Source: an optimization exercise on an open RTL-to-GDS flow (aim: small area, a short achievable clock period and few clock cycles per item). Production flows keep margins and buffers that such runs may drop.
No functional check of the RTL was part of any run shown here.
No activity file was given, so power comes from the tool's default toggle rates.

==> flow/design.v <==
`default_nettype none
module systolic_pe(
  clk, reset, cntrl,
  i_stb, o_stb, i_busy, o_busy,
  data_in, weight_in, acc_in,
  acc_out, data_out, weight_out
);
  input wire clk;
  input wire reset;
  input wire cntrl;
  input wire i_stb;
  input wire i_busy;
  input wire [7:0] data_in;
  input wire [7:0] weight_in;
  input wire [31:0] acc_in;
  output wire [31:0] acc_out;
  output wire [7:0] data_out;
  output wire [7:0] weight_out;
  output wire o_stb;
  output wire o_busy;
  reg valid;
  wire load = ~valid | ~i_busy;
  always @(posedge clk) begin
    if (reset) valid <= 1'b0;
    else if (load) valid <= i_stb;
  end
  assign o_stb  = valid;
  assign o_busy = valid;
  wire pp0_0 = data_in[0] & weight_in[0];
  wire pp0_1 = data_in[0] & weight_in[1];
  wire pp0_2 = data_in[0] & weight_in[2];
  wire pp0_3 = data_in[0] & weight_in[3];
  wire pp0_4 = data_in[0] & weight_in[4];
  wire pp0_5 = data_in[0] & weight_in[5];
  wire pp0_6 = data_in[0] & weight_in[6];
  wire pp0_7 = data_in[0] & weight_in[7];
  wire pp1_0 = data_in[1] & weight_in[0];
  wire pp1_1 = data_in[1] & weight_in[1];
  wire pp1_2 = data_in[1] & weight_in[2];
  wire pp1_3 = data_in[1] & weight_in[3];
  wire pp1_4 = data_in[1] & weight_in[4];
  wire pp1_5 = data_in[1] & weight_in[5];
  wire pp1_6 = data_in[1] & weight_in[6];
  wire pp1_7 = data_in[1] & weight_in[7];
  wire pp2_0 = data_in[2] & weight_in[0];
  wire pp2_1 = data_in[2] & weight_in[1];
  wire pp2_2 = data_in[2] & weight_in[2];
  wire pp2_3 = data_in[2] & weight_in[3];
  wire pp2_4 = data_in[2] & weight_in[4];
  wire pp2_5 = data_in[2] & weight_in[5];
  wire pp2_6 = data_in[2] & weight_in[6];
  wire pp2_7 = data_in[2] & weight_in[7];
  wire pp3_0 = data_in[3] & weight_in[0];
  wire pp3_1 = data_in[3] & weight_in[1];
  wire pp3_2 = data_in[3] & weight_in[2];
  wire pp3_3 = data_in[3] & weight_in[3];
  wire pp3_4 = data_in[3] & weight_in[4];
  wire pp3_5 = data_in[3] & weight_in[5];
  wire pp3_6 = data_in[3] & weight_in[6];
  wire pp3_7 = data_in[3] & weight_in[7];
  wire pp4_0 = data_in[4] & weight_in[0];
  wire pp4_1 = data_in[4] & weight_in[1];
  wire pp4_2 = data_in[4] & weight_in[2];
  wire pp4_3 = data_in[4] & weight_in[3];
  wire pp4_4 = data_in[4] & weight_in[4];
  wire pp4_5 = data_in[4] & weight_in[5];
  wire pp4_6 = data_in[4] & weight_in[6];
  wire pp4_7 = data_in[4] & weight_in[7];
  wire pp5_0 = data_in[5] & weight_in[0];
  wire pp5_1 = data_in[5] & weight_in[1];
  wire pp5_2 = data_in[5] & weight_in[2];
  wire pp5_3 = data_in[5] & weight_in[3];
  wire pp5_4 = data_in[5] & weight_in[4];
  wire pp5_5 = data_in[5] & weight_in[5];
  wire pp5_6 = data_in[5] & weight_in[6];
  wire pp5_7 = data_in[5] & weight_in[7];
  wire pp6_0 = data_in[6] & weight_in[0];
  wire pp6_1 = data_in[6] & weight_in[1];
  wire pp6_2 = data_in[6] & weight_in[2];
  wire pp6_3 = data_in[6] & weight_in[3];
  wire pp6_4 = data_in[6] & weight_in[4];
  wire pp6_5 = data_in[6] & weight_in[5];
  wire pp6_6 = data_in[6] & weight_in[6];
  wire pp6_7 = data_in[6] & weight_in[7];
  wire pp7_0 = data_in[7] & weight_in[0];
  wire pp7_1 = data_in[7] & weight_in[1];
  wire pp7_2 = data_in[7] & weight_in[2];
  wire pp7_3 = data_in[7] & weight_in[3];
  wire pp7_4 = data_in[7] & weight_in[4];
  wire pp7_5 = data_in[7] & weight_in[5];
  wire pp7_6 = data_in[7] & weight_in[6];
  wire pp7_7 = data_in[7] & weight_in[7];
  wire ha0_s = pp0_5 ^ pp1_4;
  wire ha0_c = pp0_5 & pp1_4;
  wire fa0_s = pp0_6 ^ pp1_5 ^ pp2_4;
  wire fa0_c = (pp0_6 & pp1_5) | (pp0_6 & pp2_4) | (pp1_5 & pp2_4);
  wire ha1_s = pp3_3 ^ pp4_2;
  wire ha1_c = pp3_3 & pp4_2;
  wire fa1_s = pp0_7 ^ pp1_6 ^ pp2_5;
  wire fa1_c = (pp0_7 & pp1_6) | (pp0_7 & pp2_5) | (pp1_6 & pp2_5);
  wire fa2_s = pp3_4 ^ pp4_3 ^ pp5_2;
  wire fa2_c = (pp3_4 & pp4_3) | (pp3_4 & pp5_2) | (pp4_3 & pp5_2);
  wire ha2_s = pp6_1 ^ pp7_0;
  wire ha2_c = pp6_1 & pp7_0;
  wire fa3_s = pp1_7 ^ pp2_6 ^ pp3_5;
  wire fa3_c = (pp1_7 & pp2_6) | (pp1_7 & pp3_5) | (pp2_6 & pp3_5);
  wire fa4_s = pp4_4 ^ pp5_3 ^ pp6_2;
  wire fa4_c = (pp4_4 & pp5_3) | (pp4_4 & pp6_2) | (pp5_3 & pp6_2);
  wire ha3_s = pp7_1 ^ acc_in[8];
  wire ha3_c = pp7_1 & acc_in[8];
  wire fa5_s = pp2_7 ^ pp3_6 ^ pp4_5;
  wire fa5_c = (pp2_7 & pp3_6) | (pp2_7 & pp4_5) | (pp3_6 & pp4_5);
  wire fa6_s = pp5_4 ^ pp6_3 ^ pp7_2;
  wire fa6_c = (pp5_4 & pp6_3) | (pp5_4 & pp7_2) | (pp6_3 & pp7_2);
  wire fa7_s = pp3_7 ^ pp4_6 ^ pp5_5;
  wire fa7_c = (pp3_7 & pp4_6) | (pp3_7 & pp5_5) | (pp4_6 & pp5_5);
  wire ha4_s = pp0_3 ^ pp1_2;
  wire ha4_c = pp0_3 & pp1_2;
  wire fa8_s = pp0_4 ^ pp1_3 ^ pp2_2;
  wire fa8_c = (pp0_4 & pp1_3) | (pp0_4 & pp2_2) | (pp1_3 & pp2_2);
  wire ha5_s = pp3_1 ^ pp4_0;
  wire ha5_c = pp3_1 & pp4_0;
  wire fa9_s = pp2_3 ^ pp3_2 ^ pp4_1;
  wire fa9_c = (pp2_3 & pp3_2) | (pp2_3 & pp4_1) | (pp3_2 & pp4_1);
  wire fa10_s = pp5_0 ^ acc_in[5] ^ ha0_s;
  wire fa10_c = (pp5_0 & acc_in[5]) | (pp5_0 & ha0_s) | (acc_in[5] & ha0_s);
  wire fa11_s = ha0_c ^ pp5_1 ^ pp6_0;
  wire fa11_c = (ha0_c & pp5_1) | (ha0_c & pp6_0) | (pp5_1 & pp6_0);
  wire fa12_s = acc_in[6] ^ fa0_s ^ ha1_s;
  wire fa12_c = (acc_in[6] & fa0_s) | (acc_in[6] & ha1_s) | (fa0_s & ha1_s);
  wire fa13_s = fa0_c ^ ha1_c ^ acc_in[7];
  wire fa13_c = (fa0_c & ha1_c) | (fa0_c & acc_in[7]) | (ha1_c & acc_in[7]);
  wire fa14_s = fa1_s ^ fa2_s ^ ha2_s;
  wire fa14_c = (fa1_s & fa2_s) | (fa1_s & ha2_s) | (fa2_s & ha2_s);
  wire fa15_s = fa1_c ^ fa2_c ^ ha2_c;
  wire fa15_c = (fa1_c & fa2_c) | (fa1_c & ha2_c) | (fa2_c & ha2_c);
  wire fa16_s = fa3_s ^ fa4_s ^ ha3_s;
  wire fa16_c = (fa3_s & fa4_s) | (fa3_s & ha3_s) | (fa4_s & ha3_s);
  wire fa17_s = fa3_c ^ fa4_c ^ ha3_c;
  wire fa17_c = (fa3_c & fa4_c) | (fa3_c & ha3_c) | (fa4_c & ha3_c);
  wire fa18_s = acc_in[9] ^ fa5_s ^ fa6_s;
  wire fa18_c = (acc_in[9] & fa5_s) | (acc_in[9] & fa6_s) | (fa5_s & fa6_s);
  wire fa19_s = fa5_c ^ fa6_c ^ pp6_4;
  wire fa19_c = (fa5_c & fa6_c) | (fa5_c & pp6_4) | (fa6_c & pp6_4);
  wire fa20_s = pp7_3 ^ acc_in[10] ^ fa7_s;
  wire fa20_c = (pp7_3 & acc_in[10]) | (pp7_3 & fa7_s) | (acc_in[10] & fa7_s);
  wire fa21_s = fa7_c ^ pp4_7 ^ pp5_6;
  wire fa21_c = (fa7_c & pp4_7) | (fa7_c & pp5_6) | (pp4_7 & pp5_6);
  wire fa22_s = pp6_5 ^ pp7_4 ^ acc_in[11];
  wire fa22_c = (pp6_5 & pp7_4) | (pp6_5 & acc_in[11]) | (pp7_4 & acc_in[11]);
  wire fa23_s = pp5_7 ^ pp6_6 ^ pp7_5;
  wire fa23_c = (pp5_7 & pp6_6) | (pp5_7 & pp7_5) | (pp6_6 & pp7_5);
  wire ha6_s = pp0_2 ^ pp1_1;
  wire ha6_c = pp0_2 & pp1_1;
  wire fa24_s = pp2_1 ^ pp3_0 ^ acc_in[3];
  wire fa24_c = (pp2_1 & pp3_0) | (pp2_1 & acc_in[3]) | (pp3_0 & acc_in[3]);
  wire fa25_s = ha4_c ^ acc_in[4] ^ fa8_s;
  wire fa25_c = (ha4_c & acc_in[4]) | (ha4_c & fa8_s) | (acc_in[4] & fa8_s);
  wire fa26_s = fa8_c ^ ha5_c ^ fa9_s;
  wire fa26_c = (fa8_c & ha5_c) | (fa8_c & fa9_s) | (ha5_c & fa9_s);
  wire fa27_s = fa9_c ^ fa10_c ^ fa11_s;
  wire fa27_c = (fa9_c & fa10_c) | (fa9_c & fa11_s) | (fa10_c & fa11_s);
  wire fa28_s = fa11_c ^ fa12_c ^ fa13_s;
  wire fa28_c = (fa11_c & fa12_c) | (fa11_c & fa13_s) | (fa12_c & fa13_s);
  wire fa29_s = fa13_c ^ fa14_c ^ fa15_s;
  wire fa29_c = (fa13_c & fa14_c) | (fa13_c & fa15_s) | (fa14_c & fa15_s);
  wire fa30_s = fa15_c ^ fa16_c ^ fa17_s;
  wire fa30_c = (fa15_c & fa16_c) | (fa15_c & fa17_s) | (fa16_c & fa17_s);
  wire fa31_s = fa17_c ^ fa18_c ^ fa19_s;
  wire fa31_c = (fa17_c & fa18_c) | (fa17_c & fa19_s) | (fa18_c & fa19_s);
  wire fa32_s = fa19_c ^ fa20_c ^ fa21_s;
  wire fa32_c = (fa19_c & fa20_c) | (fa19_c & fa21_s) | (fa20_c & fa21_s);
  wire fa33_s = fa21_c ^ fa22_c ^ acc_in[12];
  wire fa33_c = (fa21_c & fa22_c) | (fa21_c & acc_in[12]) | (fa22_c & acc_in[12]);
  wire fa34_s = fa23_c ^ pp6_7 ^ pp7_6;
  wire fa34_c = (fa23_c & pp6_7) | (fa23_c & pp7_6) | (pp6_7 & pp7_6);
  wire ha7_s = pp0_1 ^ pp1_0;
  wire ha7_c = pp0_1 & pp1_0;
  wire fa35_s = pp2_0 ^ acc_in[2] ^ ha6_s;
  wire fa35_c = (pp2_0 & acc_in[2]) | (pp2_0 & ha6_s) | (acc_in[2] & ha6_s);
  wire fa36_s = ha6_c ^ ha4_s ^ fa24_s;
  wire fa36_c = (ha6_c & ha4_s) | (ha6_c & fa24_s) | (ha4_s & fa24_s);
  wire fa37_s = fa24_c ^ ha5_s ^ fa25_s;
  wire fa37_c = (fa24_c & ha5_s) | (fa24_c & fa25_s) | (ha5_s & fa25_s);
  wire fa38_s = fa25_c ^ fa10_s ^ fa26_s;
  wire fa38_c = (fa25_c & fa10_s) | (fa25_c & fa26_s) | (fa10_s & fa26_s);
  wire fa39_s = fa26_c ^ fa12_s ^ fa27_s;
  wire fa39_c = (fa26_c & fa12_s) | (fa26_c & fa27_s) | (fa12_s & fa27_s);
  wire fa40_s = fa27_c ^ fa14_s ^ fa28_s;
  wire fa40_c = (fa27_c & fa14_s) | (fa27_c & fa28_s) | (fa14_s & fa28_s);
  wire fa41_s = fa28_c ^ fa16_s ^ fa29_s;
  wire fa41_c = (fa28_c & fa16_s) | (fa28_c & fa29_s) | (fa16_s & fa29_s);
  wire fa42_s = fa29_c ^ fa18_s ^ fa30_s;
  wire fa42_c = (fa29_c & fa18_s) | (fa29_c & fa30_s) | (fa18_s & fa30_s);
  wire fa43_s = fa30_c ^ fa20_s ^ fa31_s;
  wire fa43_c = (fa30_c & fa20_s) | (fa30_c & fa31_s) | (fa20_s & fa31_s);
  wire fa44_s = fa31_c ^ fa22_s ^ fa32_s;
  wire fa44_c = (fa31_c & fa22_s) | (fa31_c & fa32_s) | (fa22_s & fa32_s);
  wire fa45_s = fa32_c ^ fa23_s ^ fa33_s;
  wire fa45_c = (fa32_c & fa23_s) | (fa32_c & fa33_s) | (fa23_s & fa33_s);
  wire fa46_s = fa33_c ^ acc_in[13] ^ fa34_s;
  wire fa46_c = (fa33_c & acc_in[13]) | (fa33_c & fa34_s) | (acc_in[13] & fa34_s);
  wire fa47_s = fa34_c ^ pp7_7 ^ acc_in[14];
  wire fa47_c = (fa34_c & pp7_7) | (fa34_c & acc_in[14]) | (pp7_7 & acc_in[14]);
  wire [16:0] row0 = {1'b0, fa47_c, fa46_c, fa45_c, fa44_c, fa43_c, fa42_c, fa41_c, fa40_c, fa39_c, fa38_c, fa37_c, fa36_c, fa35_c, ha7_c, acc_in[1], pp0_0};
  wire [16:0] row1 = {1'b0, acc_in[15], fa47_s, fa46_s, fa45_s, fa44_s, fa43_s, fa42_s, fa41_s, fa40_s, fa39_s, fa38_s, fa37_s, fa36_s, fa35_s, ha7_s, acc_in[0]};
  reg [7:0]  data_r;
  reg [7:0]  weight_r;
  reg [15:0] acc_hi_r;
  reg  [16:0] row0_r;
  reg  [16:0] row1_r;
  always @(posedge clk) begin
    if (load) begin
      data_r   <= data_in;
      weight_r <= weight_in;
      acc_hi_r <= acc_in[31:16];
      row0_r   <= row0;
      row1_r   <= row1;
    end
  end
  assign acc_out    = {acc_hi_r, row0_r[15:0]} + {15'd0, row1_r[16] | row0_r[16], row1_r[15:0]};
  assign data_out   = data_r;
  assign weight_out = weight_r;
endmodule
==> flow/run.sh <==
#!/bin/bash
# synth_recipe.tcl (not shown) runs the flow's synth.tcl, then flattens the netlist and writes it again
# the make line also repeats each setting of config.mk as NAME=value (left out here)
make -C /OpenROAD-flow-scripts/flow DESIGN_CONFIG=/design/flow/config.mk WORK_HOME=/design/flow/orfs CLKGATE_MAP_FILE= SYNTH_SCRIPT=/design/flow/synth_recipe.tcl finish
==> flow/config.mk <==
export PLATFORM = sky130hd
export DESIGN_NAME = systolic_pe
export DESIGN_NICKNAME = systolic_pe
export VERILOG_FILES = /design/flow/design.v
export SDC_FILE = /design/flow/constraint.sdc
export NUM_CORES = 4
export LEC_CHECK = 0
export CAP_MARGIN = 20
export CORE_MARGIN = 2
export CORE_UTILIZATION = 40
export SLEW_MARGIN = 20
==> flow/constraint.sdc <==
create_clock -name core_clock -period 5.0 [get_ports {clk}]
set_input_delay 1.0000 -clock core_clock [delete_from_list [all_inputs] [get_ports {clk}]]
set_output_delay 1.0000 -clock core_clock [all_outputs]
set_load 0.01 [all_outputs]
==> flow_summary.yaml, run 1 <==
worst_setup_path:
  cp_data_required_time_ps: 4000
  path_max_fanout: 7
  crit_slowest_cell: "o41ai_4"
  regToRegEndpoint: "row1_r[4]"
  reg2reg_slack_ps: 3460
  ff2ff_path_depth: 2
  crit_arrival_ps: 3460
  critical_path_depth: 9
  slowest_delay_ps: 580
  critPathBufInv: 1
  path_delay_family: "compound AO/OA/AOI/OAI gates"
  crit_type: "reg2out"
  startpoint: "row0_r[1]"
  crit_path_cell_trace: "ha_1 -> a21oi_1 -> nand4b_1 -> a2111oi_2 -> nor2_2 -> o41ai_4 -> nand3_1 -> xnor2_1 -> clkdlybuf4s50_1"
  worst_setup_path_start_kind: "register"
  crit_end: "acc_out[29]"
  worst_setup_path_end_kind: "output port"
  timing.rr.start: "valid"
yosys:
  synth_warnings: 1
  synth_ff_type: "edfxtp_1"
  yosysSeqAreaShare: 0.426
  syn_avg_cell_area_um2: 12.5
  ys_ff_latch: 65
  synth_nets: 491
  netlist_area_mm2: 0.00455
  synthCells: 365
  synthArstFlopShare: 0
  synth_cell_types: 38
  synth_edf_count: 64
sta:
  rsz0062_at_grt: "no"
  setup-violations-final: 0
  post-route-min-period_ps: 4460
  tns_ps: 0
  report.final.slew_viol_count: 0
  post-route-period-util: 0.892
  max_slew.worst_pin.slew_ps: 596
  hold_violations: 0
  relSlewSlack: 0.601
  max_freq_mhz: 224
  fin_skew_ps: 5.34
global_routing:
  antenna_found_initial: 0
  grt_usage: 0.163
  grt_pass1_wl_mm: 15.8
  grt_pass1_vias: 3234
  grt_start_max_net_pins: 45
  grt_overflow: 0
layout:
  antenna_cells: 0
  num-nets-final: 600
  drive_above_1_share: 0.0480
  post-route-util: 0.550
  layout_common_cells: "101 x clkdlybuf4s50_1, 64 x edfxtp_1, 49 x fa_1"
  area_delta_synth_final_pct: 32.6
  fin_area_mm2: 0.00604
  final_common_cell: "clkdlybuf4s50_1"
floorplan:
  ioPinCount: 103
  start_util: 0.415
  dieArea_mm2: 0.0123
  core_mm2: 0.0110
  die_x_um: 111
  placementRows: 38
  chipHeight_um: 111
clock_tree:
  cts.clk_slew.worst_paths_ps: 60
  post_cts_resized: 0
  clock-root-buffer: "clkbuf_16"
  clock_latency_ps: 330
  cts.path.max_buffers: 2
  cts_made_buffers: 9
  cts_setup_buffers: 0
  cts.sinks: 65
  cts_tree: "done"
  h-tree-depth: 3
  hold_buffers: 0
routing:
  drc: 0
  vias: 3020
  drt_iter0_drc: 134
  dr.pass1.iters: 5
  vias_per_cell: 4.88
  totalWireLength_mm: 9.32
  postRouteAntennaNets: 0
  routedWlPerCell_um: 15.1
placed_design:
  port_buffers: 101
  place.gp.congestion: 0.823
  placed_cell_area_mm2: 0.00573
  post-dp-hpwl_mm: 7.30
min_path:
  hold_path_class: "reg2reg"
  hp-start: "valid"
run_status:
  status: "finished clean"
power_and_ir_drop:
  powerDensity_mw_per_mm2: 442
  leakage_uw: 0.00254
  finalPower_uw: 2670
  vdd_drop_max_v: 0.000221
run:
  cap_violations: 0
per-layer routing:
layer	vias up	GRT usage	routed length, um	part of all wire
li1	1471	-	-	-
met1	1474	0.213	4240	0.46
met2	66	0.266	4620	0.50
met3	9	0.0252	309	0.033
met4	0	0.0800	143	0.015
met5	-	0	0	0
synthesized netlist by cell type, drive strengths merged (2+ instances only):
cell    count  area (um^2)
ha         24          300
nor2       10         40.0
inv        37          139
a21o        7         52.6
o21a        2         15.0
nand3       9         45.0
o41ai       2         55.1
clkbuf      2         7.51
a21oi      13         65.1
edfxtp     64         1920
and2       43          270
o21ai       6         30.0
buf         2         11.3
xor2        7         61.3
o211ai      3         22.5
nand2      36          135
xnor2      22          193
nand4       5         31.3
fa         49          981
a31oi       4         25.0
o21bai      3         22.5
and3        4         25.0
flip-flops by register name, summed over array words and instances (netlist names):
| signal | count |
|---|---|
| data_r | 8 |
| acc_hi_r | 16 |
| weight_r | 8 |
| valid | 1 |
| row1_r | 16 |
| row0_r | 16 |
how the worst min path moves through the flow:
stage                     slack [ps]  depth (start not counted)  endpoint
after floorplan                  550                          2     valid
after detailed placement         540                          2     valid
final                            580                          2     valid
after global placement           530                          2     valid
after CTS                        560                          2     valid
after global routing             630                          2     valid
per-stage QoR:
| stage | hold slack [ps] | instances | worst slack (ps) |
|---|---|---|---|
| 5_1_grt | 629 | 619 | 233 |
| 2_1_floorplan | 549 | 365 | 1650 |
| 4_1_cts | 563 | 619 | 519 |
| 6_report | 578 | 619 | 540 |
| 3_3_place_gp | 529 | 603 | 881 |
| 3_5_place_dp | 545 | 603 | 879 |
worst min-delay path: cells and delay by family, from the launching register on:
kind               cells  cell delay, ps
and+or+nand+nor        1              40
DFF                    1             350
AOI/OAI and AO/OA      1             140
final cells by class:
type                    instances  area [um^2]
clock buffers                  10          239
clock inverters                 6         65.1
fillers                       987         4940
inverters                      37          139
multi-input cells             259         2460
flip-flops and latches         65         1940
well taps                     140          175
repair buffers                102         1020
report_power, final:
group / internal, uW / switching (uW) / total (uW)
sequential: 725 / 35.4 / 760
combinational: 643 / 638 / 1280
clock: 400 / 228 / 628
kinds of logic after synthesis:
| group | count (synthesis) | synth area share |
|---|---|---|
| and+or+nand+nor | 111 | 0.126 |
| DFF | 65 | 0.426 |
| AOI/OAI and AO/OA | 46 | 0.0758 |
| xor gates and xnor gates | 29 | 0.0558 |
| adders and majority gates | 73 | 0.281 |
| buffers and inverters | 41 | 0.0346 |
==> run 2: changes to the inputs <==
--- a/flow/design.v
+++ b/flow/design.v
@@ -209,4 +209,7 @@
   reg [15:0] acc_hi_r;
-  reg  [16:0] row0_r;
-  reg  [16:0] row1_r;
+  wire [8:0] sum_lo = row0[7:0] + row1[7:0];
+  reg  [7:0] sum_lo_r;
+  reg  [16:8] row0_r;
+  reg  [16:8] row1_r;
+  reg  cin_r;
   always @(posedge clk) begin
@@ -216,7 +219,10 @@
       acc_hi_r <= acc_in[31:16];
-      row0_r   <= row0;
-      row1_r   <= row1;
+      sum_lo_r <= sum_lo[7:0];
+      cin_r    <= sum_lo[8];
+      row0_r   <= row0[16:8];
+      row1_r   <= row1[16:8];
     end
   end
-  assign acc_out    = {acc_hi_r, row0_r[15:0]} + {15'd0, row1_r[16] | row0_r[16], row1_r[15:0]};
+  wire [31:8] hi = {acc_hi_r, row0_r[15:8]} + {15'd0, row1_r[16] | row0_r[16], row1_r[15:8]} + cin_r;
+  assign acc_out    = {hi, sum_lo_r};
   assign data_out   = data_r;
==> run 2 against run 1 <==
Clock skew about the same. Die area down 3.3%. Sequential cell count down 7. Clock-buffer cell count down 1. Still clean on timing, DRC and antenna. Clock power down 22%. Utilization down 0.65 points. Sequential share of layout area down 2.6 points. Sequential power down 7.4%. Register-to-register slack worse by 170 ps.
==> flow_summary.yaml, run 2 <==
layout:
  post-route-util: 0.543
  area_delta_synth_final_pct: 33.4
  final_common_cell: "clkdlybuf4s50_1"
  antenna_cells: 0
  num-nets-final: 623
  layout_common_cells: "101 x clkdlybuf4s50_1, 68 x inv_1, 57 x edfxtp_1"
  largest_reg_flops: 16
  drive_above_1_share: 0.0659
  max_flop_register: "acc_hi_r"
  fillers: 979
yosys:
  synth_top_area_share: 0.389
  synth_edf_count: 57
  ys_ff_latch: 58
  synthArstFlopShare: 0
  synth_ff_type: "edfxtp_1"
  synth_warnings: 1
  yosysSeqAreaShare: 0.394
  synth_nets: 505
  synthTopCellsByCount: "68 x inv_1, 57 x edfxtp_1, 51 x fa_1"
  synthCells: 378
  synth_cell_types: 42
  syn_avg_cell_area_um2: 11.6
  post-synth-top-count-cell: "inv_1"
  synth_top_cells_by_area: "edfxtp_1 39%, fa_1 23%, ha_1 6.5%"
  netlist_area_mm2: 0.00440
  yosysTopAreaCell: "edfxtp_1"
placed_design:
  place.gp.congestion: 0.784
  post-dp-hpwl_mm: 7.46
  port_buffers: 101
sta:
  rsz0062_at_grt: "no"
  report.final.slew_viol_count: 0
  max_slew.worst_pin.slew_ps: 713
  fin_skew_ps: 5.62
  post-route-period-util: 0.861
  max_freq_mhz: 232
  setup-violations-final: 0
  post-route-min-period_ps: 4310
  tns_ps: 0
  hold_violations: 0
  relSlewSlack: 0.523
routing:
  totalWireLength_mm: 9.16
  routedWlPerCell_um: 14.3
  vias: 3037
  drc: 0
  drt_iter0_drc: 66
  dr.pass1.iters: 4
  postRouteAntennaNets: 0
  vias_per_cell: 4.74
power_and_ir_drop:
  switching_share: 0.341
  power.share.clock: 0.212
  p_switching_uw: 783
  powerDensity_mw_per_mm2: 392
  comb_power_share: 0.482
  seq_power_share: 0.306
  vdd_drop_max_v: 0.000165
  leakage_uw: 0.00250
  intPower_uw: 1510
clock_tree:
  cts.path.max_buffers: 2
  h-tree-depth: 3
  cts_made_buffers: 9
  clock_latency_ps: 340
  hold_buffers: 0
  cts.sinks: 58
  cts.clk_slew.worst_paths_ps: 70
  cts_tree: "done"
  cts_setup_buffers: 0
  clock-root-buffer: "clkbuf_8"
  post_cts_resized: 0
global_routing:
  grt_start_max_net_pins: 32
  grt_overflow: 0
  grt_pass1_wl_mm: 15.4
  grt_pass1_vias: 3164
  antenna_found_initial: 0
  grt_usage: 0.171
worst_setup_path:
  startpoint: "data_in[0]"
  timing.rr.start: "valid"
  cp_data_required_time_ps: 5080
  worst_setup_path_start_kind: "primary input"
  crit_type: "in2reg"
  crit_arrival_ps: 4390
  path_max_fanout: 9
  worst_setup_path_end_kind: "register"
min_path:
  hold_path_class: "reg2reg"
  hp-start: "valid"
floorplan:
  chipHeight_um: 109
  placementRows: 38
  dieArea_mm2: 0.0118
  core_mm2: 0.0108
  die_x_um: 109
  ioPinCount: 103
  start_util: 0.407
run:
  cap_violations: 0
run_status:
  status: "finished clean"
-- run 2: power by group through the flow --
stage / Sequential (uW) / Combinational (uW) / Clock (uW)
final: 704 / 1110 / 487
after global routing: 716 / 1240 / 524
after CTS: 706 / 1120 / 499
after detailed placement: 716 / 1120 / 0
after global placement: 712 / 1100 / 0
after floorplan: 728 / 629 / 0
-- run 2: worst max-delay path, stage by stage --
cell,delay (ps)
clkdlybuf4s50_1,680
nand2_1,130
fa_1,470
fa_1,520
inv_1,50
fa_1,510
fa_1,420
ha_1,230
nor4_1,280
nor3_1,90
-- run 2: path summary, 6_finish.rpt --
check             depth (start not counted)     endpoint  slack [ps]
setup / recovery                         10        cin_r         690
hold / removal                            2        valid         560
setup reg to reg                          2  sum_lo_r[4]        3290
hold reg to reg                           2        valid         560
-- run 2: per-stage QoR --
stage	hold WS, ps	setup slack, ps	power (uW)	std cells	instance area, um^2
2_1_floorplan	549	1130	1360	378	4400
3_3_place_gp	532	348	1810	625	5640
3_5_place_dp	558	287	1830	625	5640
4_1_cts	568	665	2330	641	5870
5_1_grt	607	555	2480	641	5870
6_report	562	693	2300	641	5870
-- run 2: final cells by class --
cell class,instances,area (um^2),area share
Clock inverter,7,101,0.0173
Tap cell,140,175,0.0299
Sequential cell,58,1730,0.295
Inverter,68,255,0.0435
Timing Repair Buffer,111,1090,0.185
Multi-Input combinational cell,248,2390,0.408
Clock buffer,9,124,0.0211
-- run 2: cells by family after synthesis --
kind of cell             share of synthesized area
buffers and inverters                       0.0629
flip-flops                                   0.394
XOR/XNOR                                    0.0498
adder cells (fa/ha/maj)                      0.298
AND/OR/NAND/NOR                              0.128
AO/OA/AOI/OAI                               0.0680
-- run 2: routing by layer --
| metal | GRT usage | wire [um] |
|---|---|---|
| met1 | 0.228 | 4120 |
| met2 | 0.279 | 4400 |
| met3 | 0.0389 | 542 |
| met4 | 0.0540 | 110 |
| met5 | 0 | 0 |
==> run 3: changes to the inputs <==
--- a/flow/config.mk
+++ b/flow/config.mk
@@ -10,2 +10,3 @@
 export CORE_UTILIZATION = 40
+export SETUP_SLACK_MARGIN = 1.5
 export SLEW_MARGIN = 20
==> run 3 against run 2 <==
Sequential cell count unchanged. Synthesized area stayed put. First-iteration DRC count rose by 14%. Critical endpoint is now acc_out[26]. Utilization rose by 3.4 points. Synthesized cell count did not move. Clock power up 11%. Worst setup slack improved by 710 ps.
==> flow_summary.yaml, run 3 <==
layout:
  drive_above_1_share: 0.213
  final_common_cell: "clkdlybuf4s50_1"
  seqCellArea_mm2: 0.00173
  area_delta_synth_final_pct: 41.7
  num-nets-final: 634
  max_flop_register: "acc_hi_r"
  largest_reg_flops: 16
  fillers: 945
  multi_input_area_mm2: 0.00263
  layout_common_cells: "69 x clkdlybuf4s50_1, 64 x inv_1, 57 x edfxtp_1"
  antenna_cells: 0
placed_design:
  place.gp.congestion: 0.823
  pre_cts_ws_ps: 403
  port_buffers: 101
  post-dp-hpwl_mm: 7.49
min_path:
  hold_path_class: "reg2reg"
  hp-start: "valid"
sta:
  report.final.slew_viol_count: 0
  rsz0062_at_grt: "yes"
  post-route-period-util: 0.719
  setup_slack_ps: 1400
  tns_ps: 0
  max_slew.worst_pin.slew_ps: 659
  fin_skew_ps: 13.7
  post-route-min-period_ps: 3600
  hold_violations: 0
  max_freq_mhz: 278
  setup-violations-final: 0
  relSlewSlack: 0.559
yosys:
  synth_top_area_share: 0.389
  synthArstFlopShare: 0
  ys_ff_latch: 58
  yosysTopAreaCell: "edfxtp_1"
  synth_warnings: 1
  synthCells: 378
  synth_ff_type: "edfxtp_1"
  yosysSeqAreaShare: 0.394
  synth_top_cells_by_area: "edfxtp_1 39%, fa_1 23%, ha_1 6.5%"
  synthTopCellsByCount: "68 x inv_1, 57 x edfxtp_1, 51 x fa_1"
  synth_nets: 505
  netlist_area_mm2: 0.00440
  synth_cell_types: 42
  syn_avg_cell_area_um2: 11.6
  post-synth-top-count-cell: "inv_1"
  synth_edf_count: 57
run_status:
  status: "finished clean"
global_routing:
  grt_pass1_wl_mm: 15.7
  grt_start_max_net_pins: 32
  antenna_found_initial: 0
  grt_usage: 0.176
  grt_overflow: 0
  grt_pass1_vias: 3289
routing:
  totalWireLength_mm: 9.98
  vias: 3149
  dr.pass1.iters: 4
  postRouteAntennaNets: 0
  routedWlPerCell_um: 15.3
  drc: 0
  drt_iter0_drc: 75
  vias_per_cell: 4.83
worst_setup_path:
  crit_type: "reg2out"
  cp_data_required_time_ps: 4000
  timing.rr.start: "valid"
  worst_setup_path_end_kind: "output port"
  crit_slowest_cell: "edfxtp_1"
  worst_setup_path_start_kind: "register"
  startpoint: "row0_r[0]"
  slowest_delay_ps: 380
  crit_path_cell_trace: "inv_1 -> fa_2 -> inv_2 -> fa_2 -> a211oi_2 -> o21ai_2 -> o2111ai_4 -> buf_6 -> buf_6 -> nor2_2 -> xor2_1 -> buf_2"
  crit_arrival_ps: 2600
  path_delay_family: "adder cells"
  critPathBufInv: 5
  path_max_fanout: 2
power_and_ir_drop:
  leakage_uw: 0.00271
  p_switching_uw: 884
  comb_power_share: 0.518
  powerDensity_mw_per_mm2: 413
  switching_share: 0.343
  vdd_drop_max_v: 0.000155
  power.share.clock: 0.210
  intPower_uw: 1690
  seq_power_share: 0.273
run:
  cap_violations: 0
clock_tree:
  clock-root-buffer: "clkbuf_8"
  cts_made_buffers: 9
  cts.clk_slew.worst_paths_ps: 80
  cts.path.max_buffers: 2
  clock_latency_ps: 350
  cts_tree: "done"
  hold_buffers: 0
  cts.sinks: 58
  h-tree-depth: 3
floorplan:
  chipHeight_um: 109
  dieArea_mm2: 0.0118
  ioPinCount: 103
  placementRows: 38
  start_util: 0.407
  core_mm2: 0.0108
  die_x_um: 109
-- run 3: cell counts after synthesis --
No cell type changed its count.
-- run 3: power groups by stage --
stage	Combinational (uW)	Clock, uW	Sequential [uW]
floorplan	676	0	728
global placement	1150	0	710
detailed placement	1180	0	713
CTS	1270	554	705
global route	1470	572	714
finish	1330	540	702
-- run 3: worst register-to-register path, cell delays in order, from the launching register on --
cell and delay (ps):
dfxtp_1 350, nand2_2 500, buf_4 500
-- run 3: final cells by class --
cell class / instances / share of cell area
multi-input cells: 248 / 0.422
flip-flops and latches: 58 / 0.278
clock inverters: 7 / 0.0201
repair buffers: 122 / 0.191
inverters: 68 / 0.0410
well taps: 140 / 0.0281
clock buffers: 9 / 0.0199
-- run 3: repair_timing --
item / CTS / global route
buffers inserted: 10 / 4
gates resized for setup: 139 / 40
pin swaps: 25 / 22
endpoints found under the hold margin: 0 / 0
setup endpoints to repair: 36 / 25
-- run 3: worst paths after layout --
check                     end  depth (start not counted)  slack (ps)
setup / recovery  acc_out[26]                         12        1400
hold / removal          valid                          2         560
setup reg to reg  sum_lo_r[3]                          2        3270
hold reg to reg         valid                          2         560
-- run 3: kinds of logic (layout without fill, tap and decap cells) --
logic type / Yosys count / after routing / share of synthesized area
compound gates: 40 / 40 / 0.0680
xor+xnor: 25 / 25 / 0.0498
fa+ha+maj: 74 / 74 / 0.298
buf+inv: 72 / 206 / 0.0629
flops: 58 / 58 / 0.394
simple gates: 109 / 109 / 0.128
-- run 3: stage by stage --
step / total power (uW) / util / hold slack [ps] / instance area, um^2 / cells
finish: 2580 / 0.577 / 559 / 6230 / 652
CTS: 2530 / 0.563 / 562 / 6080 / 648
global placement: 1860 / 0.527 / 532 / 5690 / 622
global route: 2750 / 0.577 / 605 / 6230 / 652
detailed placement: 1890 / 0.527 / 554 / 5690 / 622
floorplan: 1400 / - / 549 / 4470 / 378
-- run 3: per-layer routing --
layer	GRT usage	vias to the layer above	wire, um
met4	0.0586	0	144
met3	0.0383	10	559
li1	-	1500	-
met1	0.231	1557	4400
met2	0.292	82	4870
met5	0	-	0
==> run 4: changes to the inputs <==
==> flow/flow/run.sh (new file) <==
#!/bin/bash
# The standard layout, with the port buffers made of plain buffer cells.
set -euo pipefail
export BUFFER_PORTS_ARGS="-buffer_cell sky130_fd_sc_hd__buf_2"
bash standard.sh finish > standard_flow.log 2>&1
==> flow/standard.sh (new file) <==
#!/bin/bash
# synth_recipe.tcl (not shown) runs the flow's synth.tcl, then flattens the netlist and writes it again
# the make line also repeats each setting of config.mk as NAME=value (left out here)
make -C /OpenROAD-flow-scripts/flow DESIGN_CONFIG=/design/flow/config.mk WORK_HOME=/design/flow/orfs CLKGATE_MAP_FILE= SYNTH_SCRIPT=/design/flow/synth_recipe.tcl "${@:-finish}"
--- a/flow/config.mk
+++ b/flow/config.mk
@@ -10,3 +10,2 @@
 export CORE_UTILIZATION = 40
-export SETUP_SLACK_MARGIN = 1.5
 export SLEW_MARGIN = 20
removed: flow/run.sh
==> run 4 against run 3 <==
Still clean on timing, DRC and antenna. Via count fell by 3.5%. Total power fell by 17%. Sequential cell count unchanged. Clock-buffer cell count is the same. Sequential share of layout area is 4.9 points higher. Clock skew is 3.7 ps lower. Worst hold slack lost 4.4 ps. First-iteration DRC count is 61% higher. Final cell count decreased by 3.1%. Maximum frequency fell by 6.0%. Critical endpoint is now sum_lo_r[7]. Largest cell class unchanged.
==> flow_summary.yaml, run 4 <==
run_status:
  status: "finished clean"
routing:
  totalWireLength_mm: 9.00
  vias: 3039
  postRouteAntennaNets: 0
  vias_per_cell: 4.81
  dr.pass1.iters: 4
  routedWlPerCell_um: 14.2
  drt_iter0_drc: 121
  drc: 0
yosys:
  synth_top_family_by_area: "adder cells"
  synthMuxAreaShare: 0
  synth_top_area_share: 0.389
  synth_warnings: 1
  post-synth-top-count-cell: "inv_1"
  synthArstFlopShare: 0
  synth_edf_count: 57
  synth_ff_type: "edfxtp_1"
  synthCells: 378
  syn_avg_cell_area_um2: 11.6
  synth-compound-area-share: 0.0680
  synth_top_cells_by_area: "edfxtp_1 39%, fa_1 23%, ha_1 6.5%"
  synth_simple_gate_area_frac: 0.128
  synthXorXnorAreaFrac: 0.0498
  synth_cell_types: 42
  netlist_area_mm2: 0.00440
  yosysTopAreaCell: "edfxtp_1"
  ys_ff_latch: 58
  synth-adder-area-share: 0.298
  synthTopCellsByCount: "68 x inv_1, 57 x edfxtp_1, 51 x fa_1"
  synth_nets: 505
  yosysSeqAreaShare: 0.394
global_routing:
  antenna_found_initial: 0
  globalRouteMet2Util: 0.271
  grt_start_max_net_pins: 58
  grt_pass1_wl_mm: 14.8
  grt_overflow: 0
  grt_usage: 0.164
  grt.met3_usage: 0.0239
  top_usage_layer: "met2"
  gr-usage-met1: 0.217
  grt_pass1_vias: 3133
layout:
  num-nets-final: 614
  antenna_cells: 0
  layout_common_cells: "101 x buf_2, 68 x inv_1, 57 x edfxtp_1"
  fin_area_mm2: 0.00529
  final_cells: 632
  drive_above_1_share: 0.254
  largest_reg_flops: 16
  final_common_cell: "buf_2"
  max_flop_register: "acc_hi_r"
  post-route-util: 0.490
  area_delta_synth_final_pct: 20.3
clock_tree:
  cts.clk_slew.worst_paths_ps: 80
  clock_latency_ps: 330
  hold_buffers: 0
  cts.path.max_buffers: 2
  cts.sinks: 58
  cts_tree: "done"
  cts_made_buffers: 9
  clock-root-buffer: "clkbuf_8"
  h-tree-depth: 3
  cts_setup_buffers: 0
  post_cts_resized: 0
sta:
  max_slew.worst_pin.slew_ps: 728
  hold_violations: 0
  post-route-period-util: 0.765
  timing.hold.ws_ps: 554
  tns_ps: 0
  relSlewSlack: 0.514
  rsz0062_at_grt: "no"
  report.final.slew_viol_count: 0
  max_freq_mhz: 261
  post-route-min-period_ps: 3830
  fin_skew_ps: 9.99
  setup-violations-final: 0
worst_setup_path:
  crit_top_cell: "fa_1"
  crit_arrival_ps: 3920
  crit_slowest_cell: "fa_1"
  path_max_fanout: 9
  cp_data_required_time_ps: 5090
  worst_setup_path_end_kind: "register"
  critPathBufInv: 3
  slowest_delay_ps: 530
  crit_type: "in2reg"
  crit_path_cell_trace: "buf_2 -> and2_1 -> fa_1 -> inv_1 -> fa_1 -> fa_1 -> inv_1 -> ha_1 -> or2_2 -> a21oi_1 -> a31oi_1 -> xor2_1"
  worst_setup_path_start_kind: "primary input"
  path_delay_family: "adder cells"
placed_design:
  placed_cell_area_mm2: 0.00507
  dp_cells: 616
  post-dp-hpwl_mm: 7.00
  place.gp.congestion: 0.811
  port_buffers: 101
power_and_ir_drop:
  switching_share: 0.362
  seq_power_share: 0.329
  p_switching_uw: 771
  power.share.clock: 0.227
  vdd_drop_max_v: 0.000144
  intPower_uw: 1360
  powerDensity_mw_per_mm2: 402
  comb_power_share: 0.444
  leakage_uw: 0.00246
min_path:
  hold_path_class: "reg2reg"
floorplan:
  die_x_um: 109
  chipHeight_um: 109
  start_util: 0.407
  core_mm2: 0.0108
  ioPinCount: 103
  placementRows: 38
  dieArea_mm2: 0.0118
run:
  cap_violations: 0
-- run 4: cell types whose count changed in the layout (fill, tap and decap cells not counted), sizes merged, moves of 2 or more --
cell           before  now
buf                40  102
clkbuf             11    9
clkdlybuf4s15       3    0
clkdlybuf4s50      69    0
clkinv              3    1
clkinvlp            0    2
dlygate4sd2         3    0
dlymetal6s2s        5    0
-- run 4: layout make-up --
cell class              count  area (um^2)
fillers                  1015         5500
multi-input cells         248         2390
flip-flops and latches     58         1730
repair buffers            102          513
inverters                  68          255
well taps                 140          175
clock buffers               9          124
clock inverters             7          101
-- run 4: worst min-delay path: stages, from the launching register on --
cell	delay (ps)
dfxtp_1	340
a21oi_1	130
nor2_1	40
-- run 4: per-stage QoR --
step | worst slack, ps | total power, uW
after CTS | 1200 | 2160
final | 1170 | 2130
after global placement | 859 | 1640
after global routing | 1070 | 2310
after floorplan | 1130 | 1360
after detailed placement | 848 | 1660
-- run 4: final timing paths --
path                                   start          end  slack, ps  cells after the start
worst max-delay path            weight_in[3]  sum_lo_r[7]       1170                     12
worst min-delay path                   valid        valid        550                      2
worst max register to register         valid    row1_r[3]       3620                      2
worst min register to register         valid        valid        550                      2
-- run 4: kinds of logic after synthesis --
| logic type | count (synthesis) |
|---|---|
| AOI/OAI and AO/OA | 40 |
| and+or+nand+nor | 109 |
| xor gates and xnor gates | 25 |
| buffers and inverters | 72 |
| adders and majority gates | 74 |
| DFF | 58 |
-- run 4: power by group through the flow --
stage	clock (uW)	combinational, uW	sequential, uW
2_1_floorplan	0	629	728
3_3_place_gp	0	933	711
3_5_place_dp	0	949	713
4_1_cts	497	959	703
5_1_grt	521	1080	711
6_report	483	945	701
-- run 4: metal layers --
metal  share of wire  wire (um)
met5               0          0
met1            0.45       4090
met3           0.053        474
met2            0.48       4300
met4           0.015        136
==> run 5: changes to the inputs <==
==> flow/flow/run.sh (replaced) <==
#!/bin/bash
# The standard layout, with two changes: Yosys's synth runs without its quick
# internal abc pass (so the full adders extract without inverters; the final
# abc mapping still runs), and the port buffers are plain buffer cells.
set -euo pipefail
export SYNTH_ARGS="-noabc"
export BUFFER_PORTS_ARGS="-buffer_cell sky130_fd_sc_hd__buf_2"
bash standard.sh finish > standard_flow.log 2>&1
--- a/flow/config.mk
+++ b/flow/config.mk
@@ -10,2 +10,3 @@
 export CORE_UTILIZATION = 40
+export SETUP_SLACK_MARGIN = 0
 export SLEW_MARGIN = 20
==> run 5 against run 4 <==
Total power down 1.2%. Worst hold slack better by 4.9 ps. Clock-buffer cell count is 1 higher. Clock skew down 2.4 ps. Combinational power barely moved. Cell area shrank 4.5%. Largest power group unchanged. Still clean. Global-route usage is 0.17 points lower. Maximum frequency decreased by 2.3%. Register-to-register slack got worse by 280 ps.
==> flow_summary.yaml, run 5 <==
layout:
  final_common_cell: "buf_2"
  drive_above_1_share: 0.310
  largest_reg_flops: 16
  post-route-util: 0.494
  antenna_cells: 0
  area_delta_synth_final_pct: 21.3
  max_flop_register: "acc_hi_r"
  num-nets-final: 538
  layout_common_cells: "101 x buf_2, 65 x and2_1, 57 x edfxtp_1"
floorplan:
  ioPinCount: 103
  placementRows: 37
  dieArea_mm2: 0.0112
  start_util: 0.407
  chipHeight_um: 106
  die_x_um: 106
  core_mm2: 0.0102
worst_setup_path:
  crit_path_cell_trace: "fa_1 -> fa_1 -> a211oi_1 -> nor2_2 -> o21ai_2 -> nor3_1 -> xor2_1 -> buf_2"
  crit_top_cell: "fa_1"
  path_max_fanout: 8
  worst_setup_path_start_kind: "register"
  crit_arrival_ps: 2920
  path_delay_family: "adder cells"
  slowest_delay_ps: 470
  crit_type: "reg2out"
  critPathBufInv: 1
  crit_slowest_cell: "fa_1"
  worst_setup_path_end_kind: "output port"
  cp_data_required_time_ps: 4000
global_routing:
  grt.met3_usage: 0.0331
  top_usage_layer: "met2"
  grt_usage: 0.162
  grt_pass1_wl_mm: 13.9
  grt_overflow: 0
  gr-usage-met1: 0.211
  grt_pass1_vias: 2853
  antenna_found_initial: 0
  globalRouteMet2Util: 0.271
  grt_start_max_net_pins: 30
yosys:
  ys_ff_latch: 58
  synth_edf_count: 57
  synth_cell_types: 35
  synth_top_cells_by_area: "edfxtp_1 41%, fa_1 25%, and2_1 9.8%"
  synthArstFlopShare: 0
  netlist_area_mm2: 0.00417
  synth_ff_type: "edfxtp_1"
  syn_avg_cell_area_um2: 13.9
  synth_nets: 426
  yosysTopAreaCell: "edfxtp_1"
  post-synth-top-count-cell: "and2_1"
  synth_top_area_share: 0.411
  synthCells: 299
  synthTopCellsByCount: "65 x and2_1, 57 x edfxtp_1, 51 x fa_1"
  yosysSeqAreaShare: 0.416
  synth_warnings: 1
power_and_ir_drop:
  leakage_uw: 0.00220
  powerDensity_mw_per_mm2: 416
  vdd_drop_max_v: 0.000143
sta:
  rsz0062_at_grt: "no"
  max_freq_mhz: 255
  relSlewSlack: 0.549
  report.final.slew_viol_count: 0
  post-route-period-util: 0.784
  post-route-min-period_ps: 3920
  max_slew.worst_pin.slew_ps: 674
  tns_ps: 0
  setup-violations-final: 0
  fin_skew_ps: 7.63
  hold_violations: 0
min_path:
  hold_path_class: "reg2reg"
clock_tree:
  h-tree-depth: 3
  clock-root-buffer: "clkbuf_8"
  cts_tree: "done"
  cts_made_buffers: 9
  clock_latency_ps: 330
  cts.path.max_buffers: 2
  cts.clk_slew.worst_paths_ps: 60
  cts.sinks: 58
  hold_buffers: 0
  cts_setup_buffers: 0
  post_cts_resized: 0
placed_design:
  port_buffers: 101
  post-dp-hpwl_mm: 6.79
  place.gp.congestion: 0.797
routing:
  dr.pass1.iters: 4
  drt_iter0_drc: 84
  vias_per_cell: 4.84
  routedWlPerCell_um: 15.4
  totalWireLength_mm: 8.52
  drc: 0
  vias: 2674
  postRouteAntennaNets: 0
run_status:
  status: "finished clean"
run:
  cap_violations: 0
[run 5: routing by layer]
metal	wire length (um)	vias to the layer above
met4	107	0
met5	0	-
met3	416	8
li1	-	1273
met2	4110	73
met1	3880	1320
[run 5: where the power goes]
group / switching [uW] / leakage, uW / total (uW) / internal [uW]
Sequential: 38.3 / 0.000605 / 705 / 667
Clock: 176 / 0.000104 / 453 / 277
Combinational: 521 / 0.00150 / 945 / 423
[run 5: worst paths after layout]
| kind | from | end | slack [ps] | cells after the start |
|---|---|---|---|---|
| worst max register to register | valid | weight_r[6] | 3340 | 2 |
| worst min-delay path | valid | valid | 560 | 2 |
| worst max-delay path | row1_r[0] | acc_out[20] | 1080 | 8 |
| worst min register to register | valid | valid | 560 | 2 |
[run 5: metrics by stage]
stage / total power [uW] / hold WS, ps / std cells / setup WS (ps) / instance area [um^2]
after global routing: 2270 / 643 / 552 / 843 / 5050
final: 2100 / 559 / 552 / 1080 / 5050
after CTS: 2130 / 570 / 552 / 1030 / 5050
after global placement: 1640 / 517 / 536 / 930 / 4840
after detailed placement: 1670 / 564 / 536 / 860 / 4840
after floorplan: 1360 / 549 / 299 / 1200 / 4170
[run 5: layout make-up]
cell class              instances  area, um^2
fillers                       943        5180
multi-input cells             240        2430
flip-flops and latches         58        1730
repair buffers                102         513
well taps                     136         170
clock buffers                  10         128
clock inverters                 6        81.3
[run 5: worst register-to-register path, stage by stage (launching register included)]
cell,delay [ps]
dfxtp_1,340
nand2_2,510
buf_4,480
[run 5: kinds of logic (layout without fill, tap and decap cells)]
family	Yosys count	count (layout)	synth area share
simple gates	111	111	0.163
flops	58	58	0.416
buf+inv	1	118	0.00180
fa+ha+maj	74	74	0.314
compound gates	28	28	0.0490
xor+xnor	27	27	0.0568
==> run 6: changes to the inputs <==
--- a/flow/config.mk
+++ b/flow/config.mk
@@ -10,3 +10,3 @@
 export CORE_UTILIZATION = 40
-export SETUP_SLACK_MARGIN = 0
+export SETUP_SLACK_MARGIN = 1.0
 export SLEW_MARGIN = 20
==> run 6 against run 5 <==
Sequential power is essentially flat. Global-route usage unchanged. Sequential share of layout area shrank 0.085 points. Die area stayed put. First-iteration DRC count fell by 29%. Utilization increased by 0.12 points. Critical path depth is 2 higher. Synthesized area did not move. Maximum frequency grew 2.9%. Critical endpoint is now sum_lo_r[7].
==> flow_summary.yaml, run 6 <==
run_status:
  status: "finished clean"
placed_design:
  place.gp.congestion: 0.797
  pre_cts_ws_ps: 860
  port_buffers: 101
  post-dp-hpwl_mm: 6.79
  placed_cell_area_mm2: 0.00484
layout:
  antenna_cells: 0
  max_flop_register: "acc_hi_r"
  num-nets-final: 538
  seqCellArea_mm2: 0.00173
  area_delta_synth_final_pct: 21.6
  drive_above_1_share: 0.313
  fin_area_mm2: 0.00507
  fillers: 945
  largest_reg_flops: 16
  multi_input_area_mm2: 0.00244
  final_common_cell: "buf_2"
  layout_common_cells: "101 x buf_2, 65 x and2_1, 57 x edfxtp_1"
power_and_ir_drop:
  powerDensity_mw_per_mm2: 418
  leakage_uw: 0.00221
  vdd_drop_max_v: 0.000142
worst_setup_path:
  cp_data_required_time_ps: 5080
  critPathBufInv: 1
  crit_slowest_cell: "fa_1"
  crit_top_cell: "fa_1"
  reg2reg_slack_ps: 3340
  crit_path_cell_trace: "buf_2 -> and2_1 -> ha_1 -> fa_1 -> fa_1 -> fa_1 -> ha_1 -> or3_1 -> o211ai_1 -> xnor2_1"
  path_delay_family: "adder cells"
  critical_path_depth: 10
  path_max_fanout: 9
  crit_arrival_ps: 3880
  timing.rr.start: "valid"
  worst_setup_path_start_kind: "primary input"
  ff2ff_path_depth: 2
  worst_setup_path_end_kind: "register"
  slowest_delay_ps: 530
  regToRegEndpoint: "weight_r[6]"
  crit_type: "in2reg"
sta:
  hold_violations: 0
  relSlewSlack: 0.549
  setup_slack_ps: 1190
  setup-violations-final: 0
  report.final.slew_viol_count: 0
  max_slew.worst_pin.slew_ps: 674
  rsz0062_at_grt: "no"
  post-route-period-util: 0.761
  max_freq_mhz: 263
  tns_ps: 0
  post-route-min-period_ps: 3810
  fin_skew_ps: 7.63
global_routing:
  grt_pass1_vias: 2853
  grt_start_max_net_pins: 30
  grt_overflow: 0
  grt_pass1_wl_mm: 13.9
  antenna_found_initial: 0
  grt_usage: 0.162
min_path:
  hp-start: "valid"
  hold_path_class: "reg2reg"
  min_to: "valid"
  hold_depth: 2
floorplan:
  chipHeight_um: 106
  die_x_um: 106
  placementRows: 37
  start_util: 0.407
  ioPinCount: 103
  core_mm2: 0.0102
  dieArea_mm2: 0.0112
yosys:
  synth_cell_types: 35
  post-synth-top-count-cell: "and2_1"
  synthTopCellsByCount: "65 x and2_1, 57 x edfxtp_1, 51 x fa_1"
  synth_ff_type: "edfxtp_1"
  synth_top_area_share: 0.411
  ys_ff_latch: 58
  synth_edf_count: 57
  yosysTopAreaCell: "edfxtp_1"
  yosysSeqAreaShare: 0.416
  synthCells: 299
  synth_top_cells_by_area: "edfxtp_1 41%, fa_1 25%, and2_1 9.8%"
  synth_nets: 426
  synth_warnings: 1
  syn_avg_cell_area_um2: 13.9
  synthArstFlopShare: 0
  netlist_area_mm2: 0.00417
routing:
  drt_iter0_drc: 60
  routedWlPerCell_um: 15.5
  vias_per_cell: 4.86
  dr.pass1.iters: 4
  drc: 0
  totalWireLength_mm: 8.53
  postRouteAntennaNets: 0
  vias: 2682
clock_tree:
  cts_setup_buffers: 0
  hold_buffers: 0
  cts.path.max_buffers: 2
  clock-root-buffer: "clkbuf_8"
  cts.clk_slew.worst_paths_ps: 60
  h-tree-depth: 3
  cts.sinks: 58
  clock_latency_ps: 330
  cts_made_buffers: 9
  cts_tree: "done"
run:
  cap_violations: 0
==> run 6: cell counts after synthesis <==
No cell type changed its count.
==> run 6: kinds of logic after synthesis <==
kind of cell	after synthesis	synth area share
compound gates	28	0.0490
xor+xnor	27	0.0568
fa+ha+maj	74	0.314
buf+inv	1	0.00180
flops	58	0.416
simple gates	111	0.163
==> run 6: how the worst max path moves through the flow <==
stage	slack [ps]	startpoint	to
final	1190	weight_in[5]	sum_lo_r[7]
after global routing	1110	row0_r[0]	acc_out[20]
after CTS	1030	row1_r[0]	acc_out[20]
after detailed placement	860	weight_in[5]	sum_lo_r[7]
after global placement	930	weight_in[5]	sum_lo_r[7]
after floorplan	1200	weight_in[5]	sum_lo_r[7]
==> run 6: stage by stage <==
step / util / hold WS, ps / std cells / power [uW]
floorplan: - / 549 / 299 / 1360
global placement: 0.474 / 517 / 536 / 1640
detailed placement: 0.474 / 564 / 536 / 1670
CTS: 0.494 / 570 / 552 / 2130
global route: 0.495 / 643 / 552 / 2280
finish: 0.495 / 559 / 552 / 2120
==> run 6: power breakdown <==
part | internal (uW) | switching, uW
clock | 277 | 178
sequential | 667 | 38.4
combinational | 429 | 530
total | 1370 | 746
==> run 6: repair_timing <==
| item | CTS | global route |
|---|---|---|
| endpoints found under the setup margin | 0 | 8 |
| endpoints found under the hold margin | 0 | 0 |
| resized for setup | 0 | 2 |
==> run 6: layout make-up <==
type	count	share of cell area
Clock buffer	10	0.0252
Clock inverter	6	0.0161
Multi-Input combinational cell	240	0.482
Sequential cell	58	0.342
Tap cell	136	0.0336
Timing Repair Buffer	102	0.101
==> run 6: metal layers <==
metal  GRT usage  wire (um)  part of all wire  vias to the layer above
met5           0          0                 0                        -
met2       0.271       4110              0.48                       78
met3      0.0331        433             0.051                        8
met1       0.211       3880              0.45                     1323
li1            -          -                 -                     1273
met4      0.0592        107             0.013                        0
==> run 6: worst reg2reg max path, delay by kind of cell (launching register included) <==
family / cells / cell delay [ps]
buffers and inverters: 1 / 480
AND/OR/NAND/NOR: 1 / 510
flip-flops: 1 / 340
==> run 7: changes to the inputs <==
--- a/flow/config.mk
+++ b/flow/config.mk
@@ -10,3 +10,3 @@
 export CORE_UTILIZATION = 40
-export SETUP_SLACK_MARGIN = 1.0
+export SETUP_SLACK_MARGIN = 2.0
 export SLEW_MARGIN = 20
==> run 7 against run 6 <==
Largest power group unchanged. Highest routed layer unchanged. Synthesized cell count did not move. Clock skew rose by 0.81 ps. Via count rose by 0.34%. Sequential power barely moved. Routed wire length rose by 0.42%. Synthesized area did not move. Die area did not move.
==> flow_summary.yaml, run 7 <==
layout:
  fin_area_mm2: 0.00561
  fillers: 896
  antenna_cells: 0
  area_delta_synth_final_pct: 34.7
  max_flop_register: "acc_hi_r"
  num-nets-final: 547
  final_common_cell: "buf_2"
  layout_common_cells: "87 x buf_2, 57 x edfxtp_1, 45 x and2_1"
  post-route-util: 0.549
  drive_above_1_share: 0.508
  largest_reg_flops: 16
global_routing:
  top_usage_layer: "met2"
  grt_overflow: 0
  grt_pass1_vias: 2881
  gr-usage-met1: 0.214
  globalRouteMet2Util: 0.265
  grt_pass1_wl_mm: 13.9
  grt_start_max_net_pins: 58
  grt.met3_usage: 0.0300
  antenna_found_initial: 0
  grt_usage: 0.160
routing:
  vias_per_cell: 4.80
  postRouteAntennaNets: 0
  drc: 0
  vias: 2691
  routedWlPerCell_um: 15.3
  dr.pass1.iters: 4
  totalWireLength_mm: 8.57
  drt_iter0_drc: 87
yosys:
  synth_warnings: 1
  post-synth-top-count-cell: "and2_1"
  synth_nets: 426
  synth_top_cells_by_area: "edfxtp_1 41%, fa_1 25%, and2_1 9.8%"
  synth_edf_count: 57
  netlist_area_mm2: 0.00417
  synthTopCellsByCount: "65 x and2_1, 57 x edfxtp_1, 51 x fa_1"
  synthCells: 299
  synth_top_area_share: 0.411
  yosysTopAreaCell: "edfxtp_1"
  yosysSeqAreaShare: 0.416
  synth_cell_types: 35
  ys_ff_latch: 58
  synth_ff_type: "edfxtp_1"
  syn_avg_cell_area_um2: 13.9
  synthArstFlopShare: 0
sta:
  hold_violations: 0
  relSlewSlack: 0.532
  post-route-period-util: 0.722
  rsz0062_at_grt: "yes"
  setup-violations-final: 0
  tns_ps: 0
  max_slew.worst_pin.slew_ps: 701
  post-route-min-period_ps: 3610
  setup_slack_ps: 1390
  max_freq_mhz: 277
  report.final.slew_viol_count: 0
  fin_skew_ps: 8.44
floorplan:
  die_x_um: 106
  ioPinCount: 103
  chipHeight_um: 106
  placementRows: 37
  dieArea_mm2: 0.0112
  start_util: 0.407
  core_mm2: 0.0102
power_and_ir_drop:
  vdd_drop_max_v: 0.000226
  leakage_uw: 0.00239
  powerDensity_mw_per_mm2: 419
placed_design:
  placed_cell_area_mm2: 0.00497
  port_buffers: 101
  place.gp.congestion: 0.783
  pre_cts_ws_ps: 919
  post-dp-hpwl_mm: 6.53
worst_setup_path:
  cp_data_required_time_ps: 4000
  path_max_fanout: 8
  crit_type: "reg2out"
  worst_setup_path_end_kind: "output port"
  reg2reg_slack_ps: 3660
  worst_setup_path_start_kind: "register"
  crit_arrival_ps: 2610
clock_tree:
  h-tree-depth: 3
  cts_made_buffers: 9
  cts_tree: "done"
  clock_latency_ps: 330
  cts.clk_slew.worst_paths_ps: 70
  cts.sinks: 58
  clock-root-buffer: "clkbuf_8"
  cts.path.max_buffers: 2
  hold_buffers: 0
run:
  cap_violations: 0
run_status:
  status: "finished clean"
min_path:
  hold_path_class: "reg2reg"
## run 7: cell counts after synthesis
Identical to the previous run, type by type.
## run 7: where the power goes
group | total [uW] | internal [uW] | switching, uW
logic | 1210 | 597 | 618
clock network | 429 | 233 | 196
registers | 707 | 667 | 40.2
## run 7: worst paths after layout
path / startpoint / end / cells past startpoint
min: valid / valid / 2
max reg2reg: valid / row1_r[4] / 2
max: cin_r / acc_out[26] / 9
min reg2reg: valid / valid / 2
## run 7: critical path, cell delays in order (launching register included)
cell and delay [ps]:
edfxtp_1 410, fa_2 440, fa_2 390, a211oi_2 240, nor2_2 100, o21ai_4 150
buf_12 170, nor4b_4 60, xor2_1 160, buf_2 150
## run 7: cell type report
cell class | instances | area (um^2) | share of cell area
repair buffers | 111 | 717 | 0.128
multi-input cells | 240 | 2790 | 0.498
clock buffers | 9 | 124 | 0.0221
well taps | 136 | 170 | 0.0303
flip-flops and latches | 58 | 1730 | 0.309
clock inverters | 7 | 76.3 | 0.0136
## run 7: per-stage QoR
step	power, uW	cells	hold slack (ps)
finish	2350	561	548
global placement	1690	536	520
global route	2520	561	577
detailed placement	1710	536	537
CTS	2280	556	550
floorplan	1410	299	549
## run 7: metal layers
| metal | up-vias | share of wire |
|---|---|---|
| met5 | - | 0 |
| met4 | 0 | 0.0089 |
| met3 | 5 | 0.043 |
| met2 | 72 | 0.49 |
| met1 | 1319 | 0.46 |
| li1 | 1295 | - |
## run 7: cell families (layout without fill, tap and decap cells)
group / count (synthesis) / in the layout / share of synthesized area
adders and majority gates: 74 / 74 / 0.314
xor gates and xnor gates: 27 / 27 / 0.0568
DFF: 58 / 58 / 0.416
AOI/OAI and AO/OA: 28 / 28 / 0.0490
buffers and inverters: 1 / 127 / 0.00180
and+or+nand+nor: 111 / 111 / 0.163
## run 7: timing repair
item                                   in CTS  in global routing
pin swaps                                  32                 45
endpoints found under the hold margin       0                  0
buffers inserted                            4                  5
setup endpoints to repair                  30                 31
gates cloned                                0                  0
gates resized for setup                    55                 31
==> run 8: changes to the inputs <==
--- a/flow/config.mk
+++ b/flow/config.mk
@@ -10,3 +10,3 @@
 export CORE_UTILIZATION = 40
-export SETUP_SLACK_MARGIN = 2.0
+export SETUP_SLACK_MARGIN = 2.5
 export SLEW_MARGIN = 20
==> run 8 against run 7 <==
Combinational power is 6% higher. Worst setup slack gained 46 ps. Final cell count up 1.8%. Utilization rose by 2.5 points. Critical path depth did not move. Cell area increased by 4.5%. Die area did not move. Non-clock buffer count rose by 10.
==> flow_summary.yaml, run 8 <==
routing:
  vias: 2753
  routedWlPerCell_um: 16.0
  postRouteAntennaNets: 0
  drc: 0
  vias_per_cell: 4.82
  dr.pass1.iters: 4
  totalWireLength_mm: 9.14
  drt_iter0_drc: 81
yosys:
  synthTopCellsByCount: "65 x and2_1, 57 x edfxtp_1, 51 x fa_1"
  post-synth-top-count-cell: "and2_1"
  synth_top_cells_by_area: "edfxtp_1 41%, fa_1 25%, and2_1 9.8%"
  synth_edf_count: 57
  synthArstFlopShare: 0
  ys_ff_latch: 58
  synth_cell_types: 35
  yosysSeqAreaShare: 0.416
  yosysTopAreaCell: "edfxtp_1"
  synth_warnings: 1
  synthCells: 299
  netlist_area_mm2: 0.00417
  syn_avg_cell_area_um2: 13.9
  synth_nets: 426
  synth_ff_type: "edfxtp_1"
  synth_top_area_share: 0.411
min_path:
  hold_depth: 2
  hp-start: "valid"
  hold_path_class: "reg2reg"
  min_to: "valid"
worst_setup_path:
  regToRegEndpoint: "sum_lo_r[1]"
  crit_type: "in2reg"
  timing.rr.start: "valid"
  worst_setup_path_end_kind: "register"
  crit_slowest_cell: "fa_2"
  reg2reg_slack_ps: 3630
  crit_top_cell: "fa_2"
  cp_data_required_time_ps: 5080
  slowest_delay_ps: 560
  path_max_fanout: 5
  path_delay_family: "adder cells"
  crit_arrival_ps: 3650
  worst_setup_path_start_kind: "primary input"
  crit_path_cell_trace: "buf_12 -> and2_4 -> fa_2 -> fa_2 -> fa_1 -> fa_2 -> ha_1 -> a21oi_1 -> a21oi_1"
  ff2ff_path_depth: 2
  critPathBufInv: 1
placed_design:
  port_buffers: 101
  placed_cell_area_mm2: 0.00504
  post-dp-hpwl_mm: 6.73
  place.gp.congestion: 0.779
sta:
  fin_skew_ps: 9.07
  hold_violations: 0
  max_freq_mhz: 280
  post-route-period-util: 0.713
  rsz0062_at_grt: "yes"
  relSlewSlack: 0.490
  tns_ps: 0
  setup-violations-final: 0
  report.final.slew_viol_count: 0
  post-route-min-period_ps: 3570
  max_slew.worst_pin.slew_ps: 762
layout:
  max_flop_register: "acc_hi_r"
  layout_common_cells: "84 x buf_2, 57 x edfxtp_1, 44 x and2_1"
  largest_reg_flops: 16
  fillers: 876
  num-nets-final: 557
  drive_above_1_share: 0.545
  fin_area_mm2: 0.00587
  final_common_cell: "buf_2"
  antenna_cells: 0
  area_delta_synth_final_pct: 40.8
floorplan:
  start_util: 0.407
  ioPinCount: 103
  chipHeight_um: 106
  die_x_um: 106
  dieArea_mm2: 0.0112
  core_mm2: 0.0102
  placementRows: 37
global_routing:
  antenna_found_initial: 0
  grt_pass1_wl_mm: 14.6
  grt_start_max_net_pins: 58
  grt_usage: 0.169
  grt_pass1_vias: 3001
  grt_overflow: 0
clock_tree:
  cts_tree: "done"
  cts.clk_slew.worst_paths_ps: 70
  hold_buffers: 0
  h-tree-depth: 3
  cts_made_buffers: 9
  clock_latency_ps: 330
  clock-root-buffer: "clkbuf_8"
  cts.path.max_buffers: 2
  cts.sinks: 58
run:
  cap_violations: 0
power_and_ir_drop:
  vdd_drop_max_v: 0.000238
  leakage_uw: 0.00251
  powerDensity_mw_per_mm2: 416
run_status:
  status: "finished clean"
[run 8: cell counts after synthesis]
No cell type changed its count.
[run 8: area by class of cell]
class | count | area (um^2) | area share
multi-input cells | 240 | 2880 | 0.491
clock buffers | 9 | 124 | 0.0211
flip-flops and latches | 58 | 1730 | 0.295
repair buffers | 121 | 880 | 0.150
clock inverters | 7 | 83.8 | 0.0143
well taps | 136 | 170 | 0.0290
[run 8: through the flow]
stage                     total power, uW  utilization  instances  setup WS [ps]  hold slack, ps
after floorplan                      1450            -        299           1250             560
after global placement               1730        0.493        536            980             526
after detailed placement             1750        0.493        536            974             538
after CTS                            2400        0.556        563           1350             550
after global routing                 2620        0.573        571           1320             590
final                                2440        0.573        571           1430             548
[run 8: worst max path at each step]
stage                     cells past startpoint    startpoint  slack (ps)           to
after global routing                          9     row0_r[0]        1320  acc_out[26]
after detailed placement                     10  weight_in[5]         970  sum_lo_r[7]
final                                         9    data_in[0]        1430        cin_r
after floorplan                               9  weight_in[5]        1250  sum_lo_r[7]
after CTS                                    10  weight_in[4]        1350  sum_lo_r[7]
after global placement                       10  weight_in[5]         980  sum_lo_r[7]
[run 8: power by group]
group          total (uW)  switching, uW  leakage [uW]  internal [uW]
clock network         452            177      0.000102            274
logic                1280            628       0.00181            653
registers             709           42.0      0.000605            667
[run 8: worst register-to-register path, stage by stage (launching register included)]
cell     delay [ps]
dfxtp_1         330
nand2_2          60
buf_4           570
[run 8: routing by layer]
| layer | GRT usage | wire length [um] |
|---|---|---|
| met3 | 0.0282 | 315 |
| met5 | 0 | 0 |
| met4 | 0.0555 | 82 |
| met2 | 0.294 | 4740 |
| met1 | 0.216 | 4000 |
[run 8: timing repair]
item	4_1_cts	5_1_grt
gates cloned	1	0
setup endpoints to repair	42	43
resized for setup	76	30
buffers inserted	10	8
pin swaps	54	42
endpoints found under the hold margin	0	0
[run 8: logic make-up (layout without fill, tap and decap cells)]
logic type	count (synthesis)	in the layout	share of synthesized area
DFF	58	58	0.416
xor gates and xnor gates	27	27	0.0568
AOI/OAI and AO/OA	28	28	0.0490
adders and majority gates	74	74	0.314
buffers and inverters	1	137	0.00180
and+or+nand+nor	111	111	0.163

## afterwards: timing with drivers on the ports
No port has a modelled driver above. Below, the same layouts with a new extraction and two added sets of constraints.
Step 1, drivers: a clkbuf_16 drives clk and a buf_2 each remaining input, both assumed.
Step 2, shift: input delay + t, output delay - t, t = (earliest + latest rising clock arrival at the registers) / 2. This alone moves slack from input paths to output paths.
Slacks: ideal / step 1 / step 2; pairs: ideal / step 1.
| run | shift t [ns] | setup WS [ns] | worst register clock-pin slew, ns |
|---|---|---|---|
| run 1 | 0.362 | 0.540 / 0.504 / 0.866 | 0.06 / 0.06 |
| run 2 | 0.366 | 0.693 / 0.703 / 0.337 | 0.08 / 0.08 |
| run 3 | 0.370 | 1.403 / 1.371 / 1.033 | 0.08 / 0.08 |
| run 4 | 0.359 | 1.173 / 1.184 / 0.825 | 0.08 / 0.08 |
| run 5 | 0.357 | 1.081 / 1.051 / 0.847 | 0.07 / 0.07 |
| run 6 | 0.357 | 1.193 / 1.203 / 0.846 | 0.07 / 0.07 |
| run 7 | 0.358 | 1.388 / 1.358 / 1.062 | 0.08 / 0.08 |
| run 8 | 0.354 | 1.434 / 1.404 / 1.049 | 0.07 / 0.07 |
After both steps setup and hold are still met in every run listed. The setup slack of run 8, which loses most, moves by -0.030 ns with the drivers and by -0.385 ns with both steps.
